What follows belongs to an exercise in optimizing a design on an open flow for small area; a production flow would make more cautious choices. Only simulation tests tie the RTL to the original design; equivalence was not proved.

== job 4884 ==
Design exercise2, start of the top module:
module exercise2 (
		input logic CLOCK_50_I,
		input logic[3:0] PUSH_BUTTON_I,
		input logic[17:0] SWITCH_I,
		output logic[13:0] SEVEN_SEGMENT_N_O,
		output logic[8:0] LED_GREEN_O
);
clock: 5.0 ns
lec_check: 0
cap_margin: 20
core_margin: 2
core_utilization: 40
slew_margin: 20
run.sh (not shown) runs the stock make flow with config.mk's settings and CLKGATE_MAP_FILE= SYNTH_SCRIPT=/design/flow/synth_recipe.tcl, a recipe that flattens the netlist after the stock synthesis.
Input-level comparison between job 8964 and job 4884:
==> flow/flow/run.sh (new file) <==
#!/bin/bash
# Own layout flow: the standard ORFS flow with three changes that only
# affect how the layout is built:
#  * synthesis is the standard one (synth_recipe.tcl, same registers, names and
#    flip-flop cells) except that ABC maps the combinational logic with an
#    area-oriented script (flow/area.abc);
#  * port buffers are sky130_fd_sc_hd__buf_1 instead of the default pick;
#  * clock tree synthesis uses small clock buffers and no dummy loads.
# Every tool's full output goes to a log file in the work folder.
set -euo pipefail
W=$(pwd)
F=$W/flow
cp standard.sh flow_standard_copy.log
# synthesis script: synth_recipe.tcl with ORFS's synth.tcl replaced by a copy
# whose ABC step uses flow/area.abc
sed -e "s|^source \$::env(SCRIPTS_DIR)/synth_preamble.tcl|&\nset abc_args [lreplace \$abc_args 1 1 $F/area.abc]|" \
    "$FLOW_HOME/scripts/synth.tcl" > "$W/own_synth_core.tcl"
sed -e "s|\$::env(SCRIPTS_DIR)/synth.tcl|$W/own_synth_core.tcl|" synth_recipe.tcl > "$W/own_synth.tcl"
grep -q "area.abc" "$W/own_synth_core.tcl"
grep -q "own_synth_core" "$W/own_synth.tcl"
export BUFFER_PORTS_ARGS="-buffer_cell sky130_fd_sc_hd__buf_1"
export CTS_ARGS="$(cat $F/cts_args.txt)"
bash standard.sh SYNTH_SCRIPT="$W/own_synth.tcl" finish > "$W/flow_make.log" 2>&1
test -f out/final.def
==> flow/flow/area.abc (new file) <==
strash
&get -n
&deepsyn -T 20
&put
&get -n
&dch -f
&nf -a -R 1000
&put
topo
==> flow/flow/cts_args.txt (new file) <==
-sink_clustering_enable -repair_clock_nets -dont_use_dummy_load -root_buf sky130_fd_sc_hd__clkbuf_8 -buf_list sky130_fd_sc_hd__clkbuf_8 -sink_clustering_size 50 -sink_clustering_max_diameter 200
==> flow/standard.sh (new file) <==
#!/bin/bash
# synth_recipe.tcl (not shown) runs the flow's synth.tcl, then flattens the netlist and writes it again
# the make line also repeats each setting of config.mk as NAME=value (left out here)
make -C /OpenROAD-flow-scripts/flow DESIGN_CONFIG=/design/flow/config.mk WORK_HOME=/design/flow/orfs CLKGATE_MAP_FILE= SYNTH_SCRIPT=/design/flow/synth_recipe.tcl "${@:-finish}"
removed: flow/run.sh
==> results.txt <==
Job 8964 vs job 4884, origin of the worst setup path: units[0]$_DFFE_PP0P_ vs PUSH_BUTTON_I[1]. From job 4884 to job 8964 the numbers moved as follows: CTS clock-pin slew for the worst setup and hold paths held, final number of max-transition violations level, final critical-path share of the clock period decreased by 5.9 points relative to the old numbers, detailed placer's ending HPWL fell about 20%, cell area fell by 660 um^2. No stage failed in job 8964, and the final checks on the layout all came back clean. Job 8964 ended with less global-route wire length before repair than job 4884.
Input changes introduced in job 109 (baseline for comparison: job 8964):
- ABC_AREA now 1, previously not set
==> flow/run.sh (new file) <==
#!/bin/bash
# synth_recipe.tcl (not shown) runs the flow's synth.tcl, then flattens the netlist and writes it again
# the make line also repeats each setting of config.mk as NAME=value (left out here)
make -C /OpenROAD-flow-scripts/flow DESIGN_CONFIG=/design/flow/config.mk WORK_HOME=/design/flow/orfs CLKGATE_MAP_FILE= SYNTH_SCRIPT=/design/flow/synth_recipe.tcl finish
removed: flow/flow/run.sh
removed: flow/flow/area.abc
removed: flow/flow/cts_args.txt
removed: flow/standard.sh
Notes after the runs:
- The higher final layout net count of job 8964 and job 109 is in job 109.
- Diff job 8964 -> job 109: largest net degree at the start of global routing now sits lower, fraction of standard cell area in multi-input logic went down 1.5 points, design area went up, synthesized cell count up 137.

[afterwards: timing with drivers on the ports]
In the flow no input, the clock included, has a driving cell. The finished layouts below were timed again as built, in two steps. Step 1 sets driving cells, clkbuf_16 on the clock port and buf_2 on the other inputs (assumed; they add their load-dependent delay and slew). Step 2 times the ports against the registers' clock, not the clock port: input delays grow and output delays shrink by t, the midpoint of the rising clock arrivals with the driver on. Slacks: ideal / step 1 / step 2; pairs: ideal / step 1.
| run | shift t [ns] | slack for setup (ns) | worst hold slack (ns) | clock arrival spread, ns | pins driven straight from the clock port |
|---|---|---|---|---|---|
| job 4884 | 0.318 | 1.796 / 1.769 / 1.769 | 0.468 / 0.468 / 0.468 | 0.008 / 0.009 | 1 |
| job 8964 | 0.304 | 2.091 / 2.065 / 2.370 | 0.468 / 0.468 / 0.468 | 0.009 / 0.009 | 1 |
| job 109 | 0.319 | 1.697 / 1.669 / 1.807 | 0.468 / 0.468 / 0.468 | 0.008 / 0.009 | 1 |
After both steps every run listed still meets setup and hold. The setup slack of job 4884, which loses most, moves by -0.027 ns with the drivers and by -0.027 ns with both steps.
